Context: an optimization exercise on an open-source flow, tuned for small area, a short achievable clock period and few clock cycles. The choices shown serve that exercise and are no tape-out recipe. Function was not checked in any run shown here: the RTL went through the layout flow alone. No activity file was given, so power comes from the tool's default toggle rates.

[flow/config.mk]
export PLATFORM = sky130hd
export DESIGN_NAME = nlp16af
export DESIGN_NICKNAME = nlp16af
export VERILOG_FILES = /design/flow/design.v
export SDC_FILE = /design/flow/constraint.sdc
export NUM_CORES = 8
export LEC_CHECK = 0
export CAP_MARGIN = 40
export CORE_MARGIN = 2
export CORE_UTILIZATION = 40
export CTS_CLUSTER_DIAMETER = 150
export CTS_CLUSTER_SIZE = 25
export SLEW_MARGIN = 40
export SYNTH_HIERARCHICAL = 1
[flow/constraint.sdc]
create_clock -name core_clock -period 12.0 [get_ports {i_clk}]
set_input_delay 2.4000 -clock core_clock [delete_from_list [all_inputs] [get_ports {i_clk}]]
set_output_delay 2.4000 -clock core_clock [all_outputs]
set_load 0.01 [all_outputs]
[flow/design.v]
package common_pkg;
    localparam logic [3:0] ST_F1  = 4'd0;    
    localparam logic [3:0] ST_F2  = 4'd1;    
    localparam logic [3:0] ST_F3  = 4'd2;    
    localparam logic [3:0] ST_R0  = 4'd3;    
    localparam logic [3:0] ST_XS  = 4'd4;    
    localparam logic [3:0] ST_MLS = 4'd5;    
    localparam logic [3:0] ST_MPP = 4'd6;    
    localparam logic [3:0] ST_CM  = 4'd7;    
    localparam logic [3:0] ST_WR0 = 4'd8;    
    localparam logic [3:0] ST_RDP = 4'd9;    
    localparam logic [3:0] ST_RDS = 4'd10;   
    localparam logic [3:0] ST_RDW = 4'd11;   
    localparam logic [2:0] M_N   = 3'd0;     
    localparam logic [2:0] M_F2  = 3'd1;     
    localparam logic [2:0] M_F3  = 3'd2;     
    localparam logic [2:0] M_R0  = 3'd3;     
    localparam logic [2:0] M_PF1 = 3'd4;     
    localparam logic [2:0] M_PML = 3'd5;     
endpackage
module carry16 (
    input   logic   [15:0]  i_g,
    input   logic   [15:0]  i_p,
    input   logic           i_cin,
    output  logic   [16:0]  o_c          
);
    logic [15:0] g0, p0, g1, p1, g2, p2, g3, p3, g4, p4;
    assign g0 = {i_g[15:1], i_g[0] | (i_p[0] & i_cin)};
    assign p0 = i_p;
    always_comb begin
        for (int i = 0; i < 16; i++) begin
            if (i[0]) begin g1[i] = g0[i] | (p0[i] & g0[i-1]); p1[i] = p0[i] & p0[i-1]; end
            else      begin g1[i] = g0[i]; p1[i] = p0[i]; end
        end
        for (int i = 0; i < 16; i++) begin
            if (i[1]) begin g2[i] = g1[i] | (p1[i] & g1[{i[3:2], 2'b01}]); p2[i] = p1[i] & p1[{i[3:2], 2'b01}]; end
            else      begin g2[i] = g1[i]; p2[i] = p1[i]; end
        end
        for (int i = 0; i < 16; i++) begin
            if (i[2]) begin g3[i] = g2[i] | (p2[i] & g2[{i[3], 3'b011}]); p3[i] = p2[i] & p2[{i[3], 3'b011}]; end
            else      begin g3[i] = g2[i]; p3[i] = p2[i]; end
        end
        for (int i = 0; i < 16; i++) begin
            if (i[3]) begin g4[i] = g3[i] | (p3[i] & g3[7]); p4[i] = p3[i] & p3[7]; end
            else      begin g4[i] = g3[i]; p4[i] = p3[i]; end
        end
    end
    assign o_c = {g4, i_cin};
endmodule
module ALU (
    input   logic   [15:0]  i_a,
    input   logic   [15:0]  i_b,
    input   logic   [3:0]   i_t,         
    input   logic           i_bpos,      
    input   logic           i_bneg,      
    input   logic           i_cin,       
    input   logic           i_arith,     
    input   logic           i_subdec,    
    input   logic           i_logic,     
    input   logic           i_left,      
    input   logic           i_right,     
    input   logic           i_rol,       
    input   logic           i_msb,       
    input   logic           i_ror,       
    input   logic           i_zero,      
    output  logic   [15:0]  o_res,
    output  logic           o_c,
    output  logic           o_s,
    output  logic           o_z
);
    logic [15:0] bx, lu, g, sh, nsum, k;
    logic [16:0] c;
    always_comb begin
        for (int i = 0; i < 16; i++) begin
            bx[i] = i_b[i] ? i_bpos : i_bneg;
            lu[i] = i_t[{i_a[i], i_b[i]}];
        end
    end
    assign g = i_a & bx;
    assign k = i_a | bx;
    carry16 cy (.i_g(g), .i_p(k), .i_cin(i_cin), .o_c(c));
    assign sh   = ({16{i_left}}  & {i_a[14:0], i_rol & i_a[15]})
                | ({16{i_right}} & {(i_msb & i_a[15]) | (i_ror & i_a[0]), i_a[15:1]});
    assign nsum = lu | sh;
    assign o_res = (nsum & {16{~i_zero}}) ^ ({16{i_arith & ~i_zero}} & c[15:0]);
    logic zero16, z_arith;
    assign zero16  = (lu[0] == i_cin) && (lu[15:1] == k[14:0]);
    assign z_arith = ~zero16 | (k[15] ^ i_subdec);
    assign o_z = i_arith ? z_arith : (i_logic | (|nsum));
    assign o_c = i_logic | (i_arith & (c[16] ^ i_subdec));
    assign o_s = ~o_res[15];
endmodule
import common_pkg::*;
module regsel (
    input   logic   [3:0]   i_f,
    input   logic           i_mem_ok,
    output  logic   [14:0]  o_sel
);
    always_comb begin
        for (int i = 0; i < 15; i++) o_sel[i] = (i_f == i[3:0]);
        o_sel[11] = o_sel[11] & i_mem_ok;
    end
endmodule
module regsel_a (
    input   logic   [3:0]   i_f,
    input   logic   [2:0]   i_mode,
    input   logic           i_ldhz,
    output  logic   [18:0]  o_sel
);
    always_comb begin
        o_sel = 19'h0;
        for (int i = 0; i < 15; i++) o_sel[i] = (i_f == i[3:0]);
        o_sel[11] = 1'b0;
        case (i_mode)
            M_F2: begin
                o_sel[16] = o_sel[1];  o_sel[1]  = 1'b0;
                o_sel[17] = o_sel[13]; o_sel[13] = 1'b0;
            end
            M_F3: begin
                o_sel[15] = o_sel[3];  o_sel[3]  = 1'b0;
                o_sel[17] = o_sel[13]; o_sel[13] = 1'b0;
            end
            M_R0: begin
                o_sel[15] = (i_f == 4'hB);
            end
            M_PF1: begin
                o_sel[15] = o_sel[0];  o_sel[0]  = 1'b0;
                o_sel[17] = o_sel[13]; o_sel[13] = 1'b0;
                o_sel[18] = o_sel[14]; o_sel[14] = 1'b0;
            end
            M_PML: begin
                o_sel[18] = o_sel[14]; o_sel[14] = 1'b0;
                if (i_ldhz) begin    
                    o_sel = 19'h0;
                    o_sel[15] = (i_f != 4'h1);
                    o_sel[16] = (i_f == 4'h1);
                end
            end
            default: ;
        endcase
    end
endmodule
module rport_a (
    input   logic   [18:0]  i_sel,
    input   logic   [15:0]  i_ir1,
    input   logic   [7:0]   i_ir2,
    input   logic   [15:0]  i_iv,
    input   logic   [15:0]  i_ir3,
    input   logic   [3:0]   i_flag,
    input   logic   [15:0]  i_a, i_b, i_c, i_d, i_e, i_f,
    input   logic   [15:0]  i_adr,
    input   logic   [15:0]  i_ip,
    input   logic   [15:0]  i_sp,
    input   logic   [15:0]  i_bus,
    input   logic   [15:0]  i_ipinc,
    input   logic   [15:0]  i_spdec,
    output  logic   [15:0]  o_data
);
    assign o_data = ({16{i_sel[0]}}  & i_ir1)
                  | ({16{i_sel[1]}}  & {8'h00, i_ir2})
                  | ({16{i_sel[2]}}  & i_iv)
                  | ({16{i_sel[3]}}  & i_ir3)
                  | ({16{i_sel[4]}}  & {12'h000, i_flag})
                  | ({16{i_sel[5]}}  & i_a)
                  | ({16{i_sel[6]}}  & i_b)
                  | ({16{i_sel[7]}}  & i_c)
                  | ({16{i_sel[8]}}  & i_d)
                  | ({16{i_sel[9]}}  & i_e)
                  | ({16{i_sel[10]}} & i_f)
                  | ({16{i_sel[12]}} & i_adr)
                  | ({16{i_sel[13]}} & i_ip)
                  | ({16{i_sel[14]}} & i_sp)
                  | ({16{i_sel[15]}} & i_bus)
                  | ({16{i_sel[16]}} & {8'h00, i_bus[7:0]})
                  | ({16{i_sel[17]}} & i_ipinc)
                  | ({16{i_sel[18]}} & i_spdec);
endmodule
module rport_p (
    input   logic   [14:0]  i_sel,
    input   logic   [15:0]  i_ir1,
    input   logic   [7:0]   i_ir2,
    input   logic   [15:0]  i_iv,
    input   logic   [15:0]  i_ir3,
    input   logic   [3:0]   i_flag,
    input   logic   [15:0]  i_a, i_b, i_c, i_d, i_e, i_f,
    input   logic   [15:0]  i_mem,
    input   logic   [15:0]  i_adr,
    input   logic   [15:0]  i_ip,
    input   logic   [15:0]  i_sp,
    output  logic   [15:0]  o_n0, o_n1, o_n2, o_n3, o_n4
);
    assign o_n0 = ~(({16{i_sel[0]}}  & i_ir1)
                  | ({16{i_sel[2]}}  & i_iv)
                  | ({16{i_sel[3]}}  & i_ir3));
    assign o_n1 = ~(({16{i_sel[1]}}  & {8'h00, i_ir2})
                  | ({16{i_sel[4]}}  & {12'h000, i_flag})
                  | ({16{i_sel[5]}}  & i_a));
    assign o_n2 = ~(({16{i_sel[6]}}  & i_b)
                  | ({16{i_sel[7]}}  & i_c)
                  | ({16{i_sel[8]}}  & i_d));
    assign o_n3 = ~(({16{i_sel[9]}}  & i_e)
                  | ({16{i_sel[10]}} & i_f)
                  | ({16{i_sel[11]}} & i_mem));
    assign o_n4 = ~(({16{i_sel[12]}} & i_adr)
                  | ({16{i_sel[13]}} & i_ip)
                  | ({16{i_sel[14]}} & i_sp));
endmodule
module rport_f (
    input   logic   [15:0]  i_n0, i_n1, i_n2, i_n3, i_n4,
    output  logic   [15:0]  o_data
);
    assign o_data = ~(i_n0 & i_n1 & i_n2 & i_n3 & i_n4);
endmodule
module inc16 (
    input   logic   [15:0]  i_a,
    output  logic   [15:0]  o_s
);
    logic [16:0] c;
    assign c[0] = 1'b1;
    always_comb begin
        for (int i = 0; i < 16; i++) c[i+1] = c[i] & i_a[i];
    end
    assign o_s = i_a ^ c[15:0];
endmodule
module incdec16 (
    input   logic   [15:0]  i_a,
    input   logic           i_dec,
    output  logic   [15:0]  o_s
);
    logic [16:0] c;
    assign c[0] = 1'b1;
    always_comb begin
        for (int i = 0; i < 16; i++) c[i+1] = c[i] & (i_a[i] ^ i_dec);
    end
    assign o_s = i_a ^ c[15:0];
endmodule
module owr (
    input   logic   i_wr, i_wrc,
    input   logic   i_c, i_z, i_s, i_inv,
    input   logic   i_fc, i_fz, i_fs,
    output  logic   o_wr
);
    assign o_wr = i_wr & (~i_wrc | (((i_c & i_fc) | (i_z & i_fz) | (i_s & i_fs)) ^ i_inv));
endmodule
import common_pkg::*;
module nlp16af(
    input   logic           i_clk,
    input   logic           i_rst_n,
    output  logic           o_wr,
    output  logic           o_rd,
    input   logic   [15:0]  i_bus,
    output  logic   [15:0]  o_bus,
    output  logic   [15:0]  o_address
);
    logic           rst;
    assign rst = ~i_rst_n;
    logic   [3:0]   state, nstate;
    logic           xq, nxq;             
    logic           nxt, nnxt;           
    logic           ejd;                 
    logic           cmx, ncmx;           
    logic   [18:0]  sel_a, nsel_a;       
    logic   [3:0]   nfa;                 
    logic   [2:0]   nma;
    logic           nldhz;
    logic   [14:0]  sel_b, nsel_b;       
    logic   [3:0]   nfb;
    logic           nmokb;
    logic           rd_q, nrd;           
    logic           wr_q, nwr;           
    logic           wrc_q, nwrc;         
    logic   [2:0]   asel, nasel;         
    logic           s_f1, s_f2, s_f3, s_r0, s_xs, s_mls, s_mpp, s_cm;
    assign s_f1  = state == ST_F1;
    assign s_f2  = state == ST_F2;
    assign s_f3  = state == ST_F3;
    assign s_r0  = state == ST_R0;
    assign s_xs  = state == ST_XS;
    assign s_mls = state == ST_MLS;
    assign s_mpp = state == ST_MPP;
    assign s_cm  = state == ST_CM;
    logic   [15:0]  ir1;                 
    logic   [7:0]   ir2f;                
    logic   [7:0]   ir2;                 
    logic   [15:0]  ir3, iv, r_a, r_b, r_c, r_d, r_e, r_f, adr, ip, sp;
    logic           fc, fs, fz;          
    logic   [15:0]  mdr;                 
    logic   [15:0]  paq;                 
    logic   [3:0]   e_ra1;               
    logic           e_ld;                
    function automatic logic cond_ok(input logic [3:0] cf, input logic c, input logic s, input logic z);
        logic t;
        begin
            case (cf[3:1])
                3'd4:    t = c;
                3'd6:    t = z;
                3'd7:    t = s;
                default: t = 1'b0;
            endcase
            cond_ok = t ^ cf[0];
        end
    endfunction
    function automatic logic wreg(input logic [3:0] r);
        begin
            wreg = ~(r == 4'h0 || r == 4'h4 || r == 4'hB || r == 4'hD || r == 4'hE || r == 4'hF);
        end
    endfunction
    logic   [3:0]   opc, ra1;
    logic           is_ld, is_st, is_ldst, is_call, is_pop, is_push, is_alu, ra1_mem, ra1_ip, cnd;
    logic   [5:0]   aluop;
    assign opc     = ir1[15:12];
    assign ra1     = ir1[3:0];
    assign is_ld   = opc == 4'h8;
    assign is_st   = opc == 4'h9;
    assign is_ldst = is_ld | is_st;
    assign is_call = opc == 4'hB;
    assign is_pop  = opc == 4'hC;
    assign is_push = opc == 4'hD;
    assign is_alu  = ~(is_ldst | is_call | is_pop | is_push);
    assign ra1_mem = ra1 == 4'hB;
    assign ra1_ip  = ra1 == 4'hD;
    assign aluop   = (opc[3:2] == 2'b00) ? ir1[13:8] : {2'b00, ir1[11:8]};
    logic           cc_c, cc_z, cc_s, cc_inv;
    always_ff @(posedge i_clk) begin
        if (s_f1) begin
            cc_c   <= i_bus[7:5] == 3'd4;
            cc_z   <= i_bus[7:5] == 3'd6;
            cc_s   <= i_bus[7:5] == 3'd7;
            cc_inv <= i_bus[4];
        end
    end
    assign cnd     = ((cc_c & fc) | (cc_z & fz) | (cc_s & fs)) ^ cc_inv;
    logic           is_mov;
    always_comb begin
        case (aluop)
            6'h0A, 6'h09, 6'h1B, 6'h18, 6'h06, 6'h12, 6'h14, 6'h16,
            6'h20, 6'h24, 6'h22, 6'h30, 6'h34, 6'h32: is_mov = 1'b0;
            default:                                 is_mov = 1'b1;
        endcase
    end
    logic           ej;
    assign ej = s_f3 & cnd & is_alu & ra1_ip & is_mov & (ir2f[7:4] == 4'h3);
    logic           b_push, b_pop, b_call, b_skip;
    assign b_push = i_bus[15:12] == 4'hD;
    assign b_pop  = i_bus[15:12] == 4'hC;
    assign b_call = i_bus[15:12] == 4'hB;
    assign b_skip = ~xq & ~cond_ok(i_bus[7:4], fc, fs, fz);
    logic           im16_bus, memsrc_bus, memsrc_reg, eof, memsrc;
    logic   [3:0]   w2a, w2b;
    logic           cmx_ok;
    assign im16_bus   = i_bus[15:12] == 4'h3 || i_bus[11:8] == 4'h3;
    assign memsrc_bus = i_bus[15:12] == 4'hB || i_bus[11:8] == 4'hB;
    assign memsrc_reg = ir2f[7:4] == 4'hB || ir2f[3:0] == 4'hB;
    assign eof        = (s_f2 & ~im16_bus) | s_f3;    
    assign memsrc     = s_f2 ? memsrc_bus : memsrc_reg;
    assign w2a        = s_f2 ? i_bus[15:12] : ir2f[7:4];
    assign w2b        = s_f2 ? i_bus[11:8]  : ir2f[3:0];
    assign cmx_ok     = is_mov & ~ra1_mem & (w2a != 4'hB);
    logic           x_ra1, x_adr, squash, st_xs, st_adr, x_alone;
    assign x_ra1  = xq & ~is_ldst & ~ra1_mem & ~ejd;   
    assign x_adr  = xq & is_ldst;                      
    assign squash = s_f1 & xq & ~is_ldst & ra1_ip & ~ejd;    
    assign st_xs  = is_st & (ra1 == 4'h0 || ra1_ip);   
    assign st_adr = is_st & (ra1 == 4'hC);             
    assign x_alone = st_xs | st_adr | (is_alu & ra1_mem);
    logic           p_hz;
    assign p_hz = xq & ~is_ldst & (((i_bus[3:0] == ra1) & wreg(ra1) & ~ejd) | (i_bus[3:0] == 4'h4));
    localparam logic [2:0] A_IP = 3'b001, A_ADR = 3'b010, A_SP = 3'b100, A_0 = 3'b000;
    always_comb begin
        nstate = ST_F1;
        nxq    = 1'b0;
        ncmx   = 1'b0;
        nnxt   = 1'b0;
        nfa    = 4'hF;
        nma    = M_N;
        nldhz  = 1'b0;
        nfb    = 4'hF;
        nmokb  = 1'b0;
        case (state)
            ST_F1: begin
                if (xq & ~is_ldst & ra1_ip & ~ejd) begin
                    nstate = ST_F1;
                end else if (xq & is_ldst) begin
                    nstate = ST_MLS; nnxt = 1'b1;
                    if (b_push) begin
                        nfa = i_bus[3:0]; nma = M_PML;
                        nldhz = is_ld & (i_bus[3:0] == ra1) & wreg(ra1);
                    end
                end else if ((b_push | b_pop) & b_skip) begin
                    nstate = ST_F1;
                end else if (b_push & p_hz) begin
                    nstate = ST_RDP; nfa = i_bus[3:0];
                end else if (b_push | b_pop) begin
                    nstate = ST_MPP;
                end else begin
                    nstate = ST_F2;
                    if (b_call) begin nfa = i_bus[3:0]; nma = M_F2; end      
                end
            end
            ST_F2, ST_F3: begin
                if (s_f2 & im16_bus) begin
                    nstate = ST_F3;
                    nfa = is_call ? ra1 : i_bus[15:12]; nma = M_F3;
                end else if (!cnd) begin
                    nstate = ST_F1;
                end else if (is_call) begin
                    nstate = ST_CM;
                    if (cmx_ok) begin
                        ncmx = 1'b1; nxq = 1'b1; nfb = w2a;
                    end else begin
                        nfa = w2a;
                    end
                end else if (memsrc & ~(is_alu & ra1_mem)) begin
                    nstate = ST_R0; nfa = w2a; nma = M_R0;
                end else begin
                    nstate = x_alone ? ST_XS : ST_F1;
                    nxq = 1'b1; nfb = w2b;
                    if (is_st & ~st_adr) nfa = ra1;
                end
            end
            ST_R0: begin
                nstate = x_alone ? ST_XS : ST_F1;
                nxq = 1'b1; nfb = ir2f[3:0]; nmokb = 1'b1;
                if (is_st & ~st_adr) nfa = ra1;
            end
            ST_CM: begin
                if (cmx) begin
                    nstate = ST_F1;
                end else if (memsrc_reg & ~ra1_mem) begin
                    nstate = ST_R0; nfa = ir2f[7:4]; nma = M_R0;
                end else begin
                    nstate = ra1_mem ? ST_XS : ST_F1;
                    nxq = 1'b1; nfb = ir2f[3:0];
                end
            end
            ST_XS: begin
                if (st_xs)          nstate = ST_MLS;
                else if (st_adr) begin nstate = ST_RDS; nfa = 4'hC; end
                else begin          nstate = ST_RDW; nfa = 4'h0; end
            end
            ST_RDS:                 nstate = ST_MLS;
            ST_RDW:                 nstate = ST_WR0;
            ST_RDP:                 nstate = ST_MPP;
            ST_MLS: begin
                if (nxt & (is_push | is_pop) & cnd) nstate = ST_MPP;
                else if (nxt & ~(is_push | is_pop)) begin
                    nstate = ST_F2;
                    if (is_call) begin nfa = ra1; nma = M_F2; end
                end else                          nstate = ST_F1;
            end
            default:                              nstate = ST_F1;
        endcase
        nrd  = 1'b0;
        nwr  = 1'b0;
        nwrc = 1'b0;
        case (nstate)
            ST_F1, ST_F2, ST_F3, ST_R0: nrd = 1'b1;
            ST_WR0, ST_CM:              nwr = 1'b1;
            ST_MLS: begin                
                nrd = is_ld & ~ra1_mem;
                nwr = ~(is_ld & ~ra1_mem);
            end
            ST_MPP: begin
                nwrc = 1'b1;
                if (s_f1) begin          
                    nrd = b_pop & (i_bus[3:0] != 4'hB);
                    nwr = b_push | (i_bus[3:0] == 4'hB);
                end else begin           
                    nrd = is_pop & ~ra1_mem;
                    nwr = is_push | ra1_mem;
                end
            end
            default: ;
        endcase
        case (nstate)
            ST_F1, ST_F2, ST_F3:    nasel = A_IP;
            ST_MLS:                 nasel = A_ADR;
            ST_MPP, ST_CM:          nasel = A_SP;
            default:                nasel = A_0;
        endcase
    end
    always_ff @(posedge i_clk) begin
        if (rst) begin
            state <= ST_F1;
            xq    <= 1'b0;
            rd_q  <= 1'b1;
            wr_q  <= 1'b0;
            wrc_q <= 1'b0;
            asel  <= A_IP;
            sel_a <= 19'h0;
        end else begin
            state <= nstate;
            xq    <= nxq;
            rd_q  <= nrd;
            wr_q  <= nwr;
            wrc_q <= nwrc;
            asel  <= nasel;
            sel_a <= nsel_a;
        end
    end
    always_ff @(posedge i_clk) begin
        nxt   <= nnxt;
        ejd   <= ej;
        cmx   <= ncmx;
        sel_b <= nsel_b;
    end
    logic   [15:0]  b, pa, ip_inc, sp_pm;
    logic   [18:0]  bsel_a, psel_a;
    logic           bsel_en;
    regsel_a rsa (.i_f(nfa), .i_mode(nma), .i_ldhz(nldhz), .o_sel(nsel_a));
    regsel_a rsx (.i_f(s_f1 ? i_bus[3:0] : i_bus[15:12]), .i_mode(s_f1 ? M_PF1 : M_F2), .i_ldhz(1'b0),
                  .o_sel(bsel_a));
    assign bsel_en = (s_f1 & b_push & ~(xq & is_ldst)) | (s_f2 & ~is_call);
    assign psel_a  = sel_a | (bsel_a & {19{bsel_en}});
    rport_a rpa (.i_sel(psel_a), .i_ir1(ir1), .i_ir2(ir2), .i_iv(iv), .i_ir3(ir3), .i_flag({fc, fs, 1'b0, fz}),
                 .i_a(r_a), .i_b(r_b), .i_c(r_c), .i_d(r_d), .i_e(r_e), .i_f(r_f),
                 .i_adr(adr), .i_ip(ip), .i_sp(sp), .i_bus(i_bus), .i_ipinc(ip_inc), .i_spdec(sp_pm),
                 .o_data(pa));
    regsel rsb (.i_f(nfb), .i_mem_ok(nmokb), .o_sel(nsel_b));
    logic   [15:0]  pb0, pb1, pb2, pb3, pb4;
    rport_p rpb (.i_sel(sel_b), .i_ir1(ir1), .i_ir2(ir2), .i_iv(iv), .i_ir3(ir3), .i_flag({fc, fs, 1'b0, fz}),
                .i_a(r_a), .i_b(r_b), .i_c(r_c), .i_d(r_d), .i_e(r_e), .i_f(r_f),
                .i_mem(mdr), .i_adr(adr), .i_ip(ip), .i_sp(sp),
                .o_n0(pb0), .o_n1(pb1), .o_n2(pb2), .o_n3(pb3), .o_n4(pb4));
    rport_f rfb (.i_n0(pb0), .i_n1(pb1), .i_n2(pb2), .i_n3(pb3), .i_n4(pb4), .o_data(b));
    logic   [3:0]   t, nt;
    logic           bpos, bneg, cin, arith, subdec, lgc, left, right, rol, sar, ror;
    logic           nbpos, nbneg, ncin, narith, nsubdec, nlgc, nleft, nright, nrol, nsar, nror;
    always_comb begin
        nt = 4'b0000; nbpos = 0; nbneg = 0; ncin = 0; narith = 0; nsubdec = 0; nlgc = 0;
        nleft = 0; nright = 0; nrol = 0; nsar = 0; nror = 0;
        if (nxq) begin
            case (aluop)
                6'h0A: begin nt = 4'b0110; nbpos = 1; narith = 1; end                                
                6'h09: begin nt = 4'b1001; nbneg = 1; ncin = 1; narith = 1; nsubdec = 1; end         
                6'h1B: begin nt = 4'b1100; ncin = 1; narith = 1; end                                 
                6'h18: begin nt = 4'b0011; nbpos = 1; nbneg = 1; narith = 1; nsubdec = 1; end        
                6'h06: begin nt = 4'b1000; nlgc = 1; end                                             
                6'h12: begin nt = 4'b1110; nlgc = 1; end                                             
                6'h14: begin nt = 4'b0011; nlgc = 1; end                                             
                6'h16: begin nt = 4'b0110; nlgc = 1; end                                             
                6'h20, 6'h24: nleft = 1;                                                             
                6'h22: begin nleft = 1; nrol = 1; end                                                
                6'h30: nright = 1;                                                                   
                6'h34: begin nright = 1; nsar = 1; end                                               
                6'h32: begin nright = 1; nror = 1; end                                               
                default: nt = ncmx ? 4'b1010 : 4'b1100;                                              
            endcase
        end
    end
    always_ff @(posedge i_clk) begin
        {t, bpos, bneg, cin, arith, subdec, lgc, left, right, rol, sar, ror} <=
            {nt, nbpos, nbneg, ncin, narith, nsubdec, nlgc, nleft, nright, nrol, nsar, nror};
    end
    logic   [15:0]  res;
    logic           c_o, s_o, z_o;
    ALU alu (
        .i_a(paq), .i_b(b), .i_t(t), .i_bpos(bpos), .i_bneg(bneg), .i_cin(cin), .i_arith(arith),
        .i_subdec(subdec), .i_logic(lgc), .i_left(left), .i_right(right), .i_rol(rol),
        .i_msb(sar), .i_ror(ror), .i_zero(rst),
        .o_res(res), .o_c(c_o), .o_s(s_o), .o_z(z_o)
    );
    logic   ld_mls, pop_ok;
    assign ld_mls = s_mls & e_ld & (e_ra1 != 4'hB);
    assign pop_ok = s_mpp & is_pop & cnd;
    assign o_rd   = rd_q;
    owr owr_u (.i_wr(wr_q), .i_wrc(wrc_q), .i_c(cc_c), .i_z(cc_z), .i_s(cc_s), .i_inv(cc_inv),
               .i_fc(fc), .i_fz(fz), .i_fs(fs), .o_wr(o_wr));
    assign o_bus  = paq;
    assign o_address = ({16{asel[0]}} & ip) | ({16{asel[1]}} & adr) | ({16{asel[2]}} & sp);
    logic           ldsel, bsel;
    logic   [15:0]  wd;
    assign ldsel = ld_mls | (pop_ok & ~ra1_mem);
    assign bsel  = (ldsel | s_f2 | s_f3) & ~rst;
    assign wd    = res | (i_bus & {16{bsel}});       
    logic   [3:0]   wdest;
    logic           wen;
    assign wdest = x_adr ? 4'hC : (s_mls ? e_ra1 : ra1);
    assign wen   = x_ra1 | x_adr | ldsel;
    logic   [15:0]  we;
    always_comb begin
        we = 16'h0000;
        if (wen) we[wdest] = 1'b1;
    end
    logic           flag_we, sp_dec, sp_inc, ir1_res;
    assign flag_we = xq & ~is_ldst;
    assign ir1_res = s_xs & ~is_ldst;                  
    assign sp_dec  = (s_f1 & b_push & ~(b_skip) & ~squash & ~(xq & is_ldst)) | (s_mls & nxt & is_push & cnd)
                   | (eof & cnd & is_call);
    assign sp_inc  = s_mpp & ((is_pop & cnd) | (is_push & ~cnd));
    inc16    ipi (.i_a(ip), .o_s(ip_inc));
    incdec16 spi (.i_a(sp), .i_dec(~s_mpp), .o_s(sp_pm));    
    always_ff @(posedge i_clk) begin
        mdr <= i_bus;
        paq <= pa;
        if (s_f1 | ir1_res)                     ir1  <= s_f1 ? i_bus : res;
        if (s_f2)                               ir2f <= i_bus[15:8];
        if (rst | we[1] | s_f2)                 ir2  <= wd[7:0];
        if (rst | we[2])                        iv   <= wd;
        if (rst | we[3] | s_f3)                 ir3  <= wd;
        if (rst | we[5])                        r_a  <= wd;
        if (rst | we[6])                        r_b  <= wd;
        if (rst | we[7])                        r_c  <= wd;
        if (rst | we[8])                        r_d  <= wd;
        if (rst | we[9])                        r_e  <= wd;
        if (rst | we[10])                       r_f  <= wd;
        if (rst | we[12])                       adr  <= wd;
        if (rst | we[13] | s_f1 | s_f2 | s_f3)  ip   <= (rst | we[13] | ej) ? wd : ip_inc;
        if (rst | sp_dec | sp_inc)              sp   <= rst ? 16'hEFFF : sp_pm;
        if (rst | flag_we)                      {fc, fs, fz} <= rst ? 3'b000 : {c_o, s_o, z_o};
        if (x_adr)                              {e_ra1, e_ld} <= {ra1, is_ld};
    end
endmodule
[flow/flow/run.sh]
#!/bin/bash
# Layout flow: the standard flow, with a faster buffer on each port.
set -o pipefail
export BUFFER_PORTS_ARGS="-buffer_cell sky130_fd_sc_hd__buf_4"
bash standard.sh > standard.log 2>&1
[flow/standard.sh]
#!/bin/bash
# synth_recipe.tcl (not shown) runs the flow's synth.tcl, then flattens the netlist and writes it again
# the make line also repeats each setting of config.mk as NAME=value (left out here)
make -C /OpenROAD-flow-scripts/flow DESIGN_CONFIG=/design/flow/config.mk WORK_HOME=/design/flow/orfs CLKGATE_MAP_FILE= SYNTH_SCRIPT=/design/flow/synth_recipe.tcl "${@:-finish}"
==> flow_summary_export.csv, run 1 <==
group,metric,value,unit
placed_design,hpwl,47400,um
global_routing,grt_pass1_wl,100000,um
floorplanning,initial_core_util,40.6,%
placed_design,postPlaceCellArea,18700,um2
placed_design,dp.cells,2270,
cells_and_area,nFillCells,4201,
floorplanning,fp.dieW,216,um
clocking,cts_setup_buffers,0,
placed_design,place.gp.congestion,0.935,
cells_and_area,n_antenna_cell,0,
sta,finalCritPeriodShare,43.8,%
sta,finClkSkew,0.0352,ns
detailed_routing,dr.pass1.iters,9,
floorplanning,dieArea,46700,um2
sta,min_period,5.25,ns
yosys,syn_area,18000,um2
clocking,hold_buffers,0,
detailed_routing,num_vias,15800,
global_routing,grt_pass1_vias,15100,
sta,grt_setup_unrepaired,"false",
cells_and_area,finalNetCount,1738,
floorplanning,num_io_pins,52,
yosys,synthCells,1701,
yosys,avgSynthCellArea,10.6,um2
placed_design,port_buffers,51,
cells_and_area,utilization,43.4,%
cells_and_area,final_cell_mix,"edfxtp_1, nand2_1, nor2_1",
power_and_ir_drop,ir_worst_vdd,96.9,uV
worst_hold_path,hp-class,"register to register",
cells_and_area,drive_gt1_share,12.5,%
setup_path,crit_arrival,5.73,ns
setup_path,path_cells,"buf_4 -> a311oi_1 -> a31oi_1 -> o41ai_1 -> a21oi_1 -> o21ai_0 -> a21o_1 -> nand4_1 -> or4_1 -> a21oi_1 -> and2_1",
detailed_routing,routed_via_density,6.87,
setup_path,cp_num_buf_inv,1,
clocking,cts_tree,"yes",
setup_path,crit_family,"compound AO/OA/AOI/OAI gates",
sta,tns,0,ns
setup_path,cp_data_required_time,12.48,ns
clocking,cts.clk_slew.worst_paths,0.11,ns
floorplanning,core,44300,um2
sta,fmax,190,MHz
detailed_routing,routed_wl,68800,um
global_routing,grt_start_max_net_pins,56,
run,cap_violations,0,
run_status,status,"complete, no violations",
sta,tightest_slew,0.965,ns
clocking,cts_buffers,16,
global_routing,antenna_found_initial,0,
power_and_ir_drop,power,4.10,mW
clocking,htreeDepth,1,
sta,finalHoldViolations,0,
global_routing,grt-ovfl-total,0,
setup_path,slowest_delay,0.78,ns
cells_and_area,area_growth,6.96,%
cells_and_area,stdcell_count,2300,
setup_path,cp_slowest_cell,"o41ai_1",
floorplanning,num_rows,77,
setup_path,timing_worst_setup_path_type,"primary input to register",
sta,setup_violations,0,
detailed_routing,drtIter0Drc,3140,
detailed_routing,wl_per_cell,29.9,um
setup_path,critPathLaunchType,"primary input",
clocking,insertion_delay,0.55,ns
sta,maxSlewViolCount,0,
clocking,cts_resized,0,
power_and_ir_drop,power.density,213,nW/um2
setup_path,crit_top_cell,"a21oi_1",
floorplanning,die_y,216,um
clocking,cts_num_sinks,313,
sta,slew_headroom,35.7,%
global_routing,grt_usage,28.6,%
yosys,ys.warnings.count,13,
power_and_ir_drop,p_leak,7.14,nW
detailed_routing,postRouteAntennaNets,0,
clocking,cts_buffer_depth,3,
setup_path,end_kind,"register",
clocking,ctsRootBufferMaster,"clkbuf_16",
detailed_routing,drc,0,
cells_and_area,final_common_cell,"edfxtp_1",
setup_path,cp_max_fo,8,
cells_and_area,final_area,19200,um2
-- metrics by stage --
stage	setup slack, ns	hold WS, ns
floorplan	6.79	0.471
detailed placement	6.33	0.518
global placement	6.26	0.524
global route	6.62	0.560
finish	6.75	0.538
CTS	6.85	0.534
-- sequential cells by signal (all words and copies together), names as in the netlist, 3 cells and up --
register  flops
iv           16
asel          3
r_d          16
r_f          16
ir1          16
sel_a        18
r_e          16
r_c          16
e_ra1         4
mdr          16
ir2f          8
t             4
sp           16
ip           16
state         4
r_b          16
adr          16
paq          16
r_a          16
ir3          16
sel_b        15
ir2           8
-- cell type report --
type | instances | area [um2] | area share [%]
Timing Repair Buffer | 76 | 574 | 2.98
Clock buffer | 27 | 463 | 2.41
Sequential cell | 313 | 8480 | 44.1
Inverter | 53 | 211 | 1.10
Clock inverter | 1 | 16.3 | 0.0845
Multi-Input combinational cell | 1238 | 8760 | 45.5
Tap cell | 592 | 741 | 3.85
-- metal layers --
layer,track usage [%],wire length [um]
met1,38.4,26600
met2,43.4,29500
met3,6.58,8750
met4,14.4,3850
met5,0,0
-- worst min-delay path: stages (launching register included) --
cell      delay (ns)
edfxtp_1        0.39
a221oi_2        0.07
nand4_1         0.07
-- worst paths after layout --
path                          from                   to  slack [ns]  cells after the start
setup / recovery          i_bus[0]  sel_a[0]$_SDFF_PN0_        6.75                     11
hold reg to reg   r_d[7]$_DFFE_PP_       paq[7]$_DFF_P_        0.54                      2
setup reg to reg  ir1[0]$_DFFE_PP_     ip[15]$_DFFE_PP_        7.36                     15
hold / removal    r_d[7]$_DFFE_PP_       paq[7]$_DFF_P_        0.54                      2
-- power by group --
| group | internal (mW) | switching (mW) |
|---|---|---|
| sequential | 1.45 | 0.352 |
| clock | 0.270 | 0.360 |
| combinational | 0.585 | 1.08 |
| total | 2.30 | 1.79 |
==> inputs of run 2 (changes only) <==
==> flow/flow/run.sh (replaced) <==
#!/bin/bash
# Layout flow: the standard flow, with a faster buffer on each port and timing repair
# aiming at a 4.5 ns period.
set -o pipefail
export BUFFER_PORTS_ARGS="-buffer_cell sky130_fd_sc_hd__buf_4"
export SETUP_SLACK_MARGIN=7.5
bash standard.sh > standard.log 2>&1
==> run 2 against run 1 <==
Effect of this change:
- register-to-register slack better by 0.33 ns
- synthesized cell count is the same
- non-clock buffer count is 35 higher
- die area is the same
- largest power group is now combinational logic
- sequential share of layout area down 1.2 points
- worst hold slack improved by 0.0028 ns
- critical path depth decreased by 2
- clock power fell by 1%
- cell count up 1.6%
- sequential power down 2%
- worst setup slack improved by 0.79 ns
- critical endpoint unchanged
- first-iteration DRC count increased by 5.7%
==> flow_summary_export.csv, run 2 <==
group,metric,value,unit
clocking,cts.clk_slew.worst_paths,0.10,ns
setup_path,cp_slowest_cell,"or4bb_1",
placed_design,port_buffers,51,
clocking,htreeDepth,1,
clocking,cts_num_sinks,313,
setup_path,reg2reg_slack,7.69,ns
cells_and_area,final_common_cell,"edfxtp_1",
worst_hold_path,min_from,"ir3[8]$_DFFE_PP_",
global_routing,grt_pass1_wl,103000,um
sta,fmax,224,MHz
detailed_routing,dr.pass1.iters,13,
floorplanning,num_rows,77,
floorplanning,fp.dieW,216,um
global_routing,grt_usage,29.7,%
setup_path,r2r_cells,11,
placed_design,hpwl,47900,um
global_routing,grt-ovfl-total,0,
detailed_routing,drtIter0Drc,3319,
worst_hold_path,hp-class,"register to register",
yosys,syn_area,18000,um2
clocking,cts_buffer_depth,3,
setup_path,crit_top_cell,"a21oi_4",
worst_hold_path,holdPathEnd,"paq[8]$_DFF_P_",
global_routing,antenna_found_initial,0,
placed_design,place.gp.congestion,0.948,
detailed_routing,num_vias,16000,
cells_and_area,n_antenna_cell,0,
floorplanning,num_io_pins,52,
setup_path,r2r-start,"ir1[14]$_DFFE_PP_",
setup_path,critPathLaunchType,"primary input",
cells_and_area,final_cell_mix,"edfxtp_1, nand2_1, nor2_1",
cells_and_area,area_growth,9.95,%
detailed_routing,wl_per_cell,30.7,um
cells_and_area,largest_reg_flops,18,
power_and_ir_drop,power.density,214,nW/um2
detailed_routing,drc,0,
clocking,ctsRootBufferMaster,"clkbuf_16",
setup_path,path_cells,"buf_4 -> or4bb_1 -> a21oi_4 -> a31oi_1 -> a21oi_4 -> nand2_2 -> or4_4 -> a21oi_2 -> and2_1",
power_and_ir_drop,p_leak,7.36,nW
setup_path,crit_arrival,4.95,ns
sta,grt_setup_unrepaired,"true",
detailed_routing,routed_via_density,6.83,
sta,min_period,4.47,ns
sta,tightest_slew,0.864,ns
detailed_routing,postRouteAntennaNets,0,
floorplanning,dieArea,46700,um2
clocking,cts_tree,"yes",
yosys,ys.warnings.count,13,
setup_path,startpoint,"i_bus[10]",
setup_path,slowest_delay,0.56,ns
power_and_ir_drop,ir_worst_vdd,103,uV
sta,slew_headroom,41.9,%
setup_path,cp_data_required_time,12.48,ns
cells_and_area,top_register,"sel_a",
setup_path,cp_max_fo,8,
run,cap_violations,0,
setup_path,end_kind,"register",
sta,tns,0,ns
sta,setup_violations,0,
global_routing,grt_pass1_vias,15400,
worst_hold_path,hold_path_depth,2,
clocking,insertion_delay,0.54,ns
yosys,synthCells,1701,
setup_path,timing_worst_setup_path_type,"primary input to register",
clocking,cts_buffers,16,
cells_and_area,finalNetCount,1774,
floorplanning,core,44300,um2
yosys,avgSynthCellArea,10.6,um2
global_routing,grt_start_max_net_pins,55,
floorplanning,initial_core_util,40.6,%
sta,maxSlewViolCount,0,
clocking,hold_buffers,0,
sta,finalHoldViolations,0,
setup_path,reg2reg_to,"r_b[4]$_DFFE_PP_",
detailed_routing,routed_wl,71700,um
sta,finalCritPeriodShare,37.2,%
sta,finClkSkew,0.0258,ns
cells_and_area,drive_gt1_share,15.7,%
floorplanning,die_y,216,um
run_status,status,"complete, no violations",
sta,fin_hold_ws,0.541,ns
==> run 2: repair_timing <==
action,in CTS,in global routing
cloned,0,1
setup endpoints to repair,36,56
gates resized for setup,16,22
setup buffers,6,17
pin swaps,6,15
==> run 2: worst max-delay path by stage <==
stage	end	slack, ns	depth (start not counted)
finish	sel_a[0]$_SDFF_PN0_	7.53	9
global route	rd_q$_SDFF_PN1_	7.48	10
CTS	sel_a[0]$_SDFF_PN0_	7.46	13
detailed placement	sel_a[0]$_SDFF_PN0_	6.70	12
global placement	paq[8]$_DFF_P_	6.61	9
floorplan	sel_a[0]$_SDFF_PN0_	7.46	13
==> run 2: area by class of cell <==
class	instances	area, um2
Clock buffer	26	438
Sequential cell	313	8480
Clock inverter	2	32.5
Timing Repair Buffer	111	925
Multi-Input combinational cell	1239	8950
Tap cell	592	741
Inverter	53	215
Fill cell	4181	24500
==> run 2: where the power goes <==
part | internal (mW) | leakage [nW] | switching [mW]
clock | 0.260 | 0.223 | 0.365
sequential | 1.45 | 3.00 | 0.311
combinational | 0.660 | 4.13 | 1.19
==> run 2: critical path, delay by kind of cell <==
| kind | cells | cell delay, ns |
|---|---|---|
| buffers and inverters | 1 | 0.17 |
| and+or+nand+nor | 4 | 1.42 |
| AOI/OAI and AO/OA | 4 | 0.95 |
==> run 2: routing by layer <==
layer / up-vias / part of all wire (%) / GRT usage, % / wire (um)
met5: - / 0.095 / 2.08 / 68
met4: 2 / 5.5 / 14.6 / 3980
met3: 277 / 14 / 9.28 / 10200
met2: 1328 / 43 / 44.7 / 30800
met1: 7624 / 37 / 38.6 / 26700
li1: 6719 / - / - / -
==> run 2: metrics by stage <==
stage / power [mW] / cells / instance area [um2] / worst slack, ns / utilization [%]
floorplan: 2.77 / 1714 / 18200 / 7.46 / -
global placement: 3.42 / 2276 / 18800 / 6.61 / 42.5
detailed placement: 3.44 / 2283 / 19000 / 6.70 / 42.8
CTS: 4.07 / 2317 / 19500 / 7.46 / 44.1
global route: 4.38 / 2336 / 19800 / 7.48 / 44.6
finish: 4.23 / 2336 / 19800 / 7.53 / 44.6

==> re-timing with driven ports <==
How much do the figures lean on ideal ports? The routed layouts below were timed once more, with nothing changed but the port constraints.
Step 1: set_driving_cell puts a clkbuf_16 on i_clk and a buf_2 on each other input, an assumption about the parent block.
Step 2 also shifts input and output timing later by t, the mid clock arrival at the registers, as if the neighbouring blocks saw the same clock.
Slacks: no drivers / after step 1 / after step 2; pairs: no drivers / after step 1.
run | t, ns | slack for setup (ns) | latest minus earliest clock arrival (ns) | worst data-port slew with drivers (ns) | cell pins on the clock port's net
run 1 | 0.581 | 6.748 / 6.778 / 6.197 | 0.036 / 0.035 | 0.05 | 1
run 2 | 0.578 | 7.533 / 7.506 / 6.982 | 0.026 / 0.026 | 0.05 | 1
After both steps every run listed still meets setup and hold.
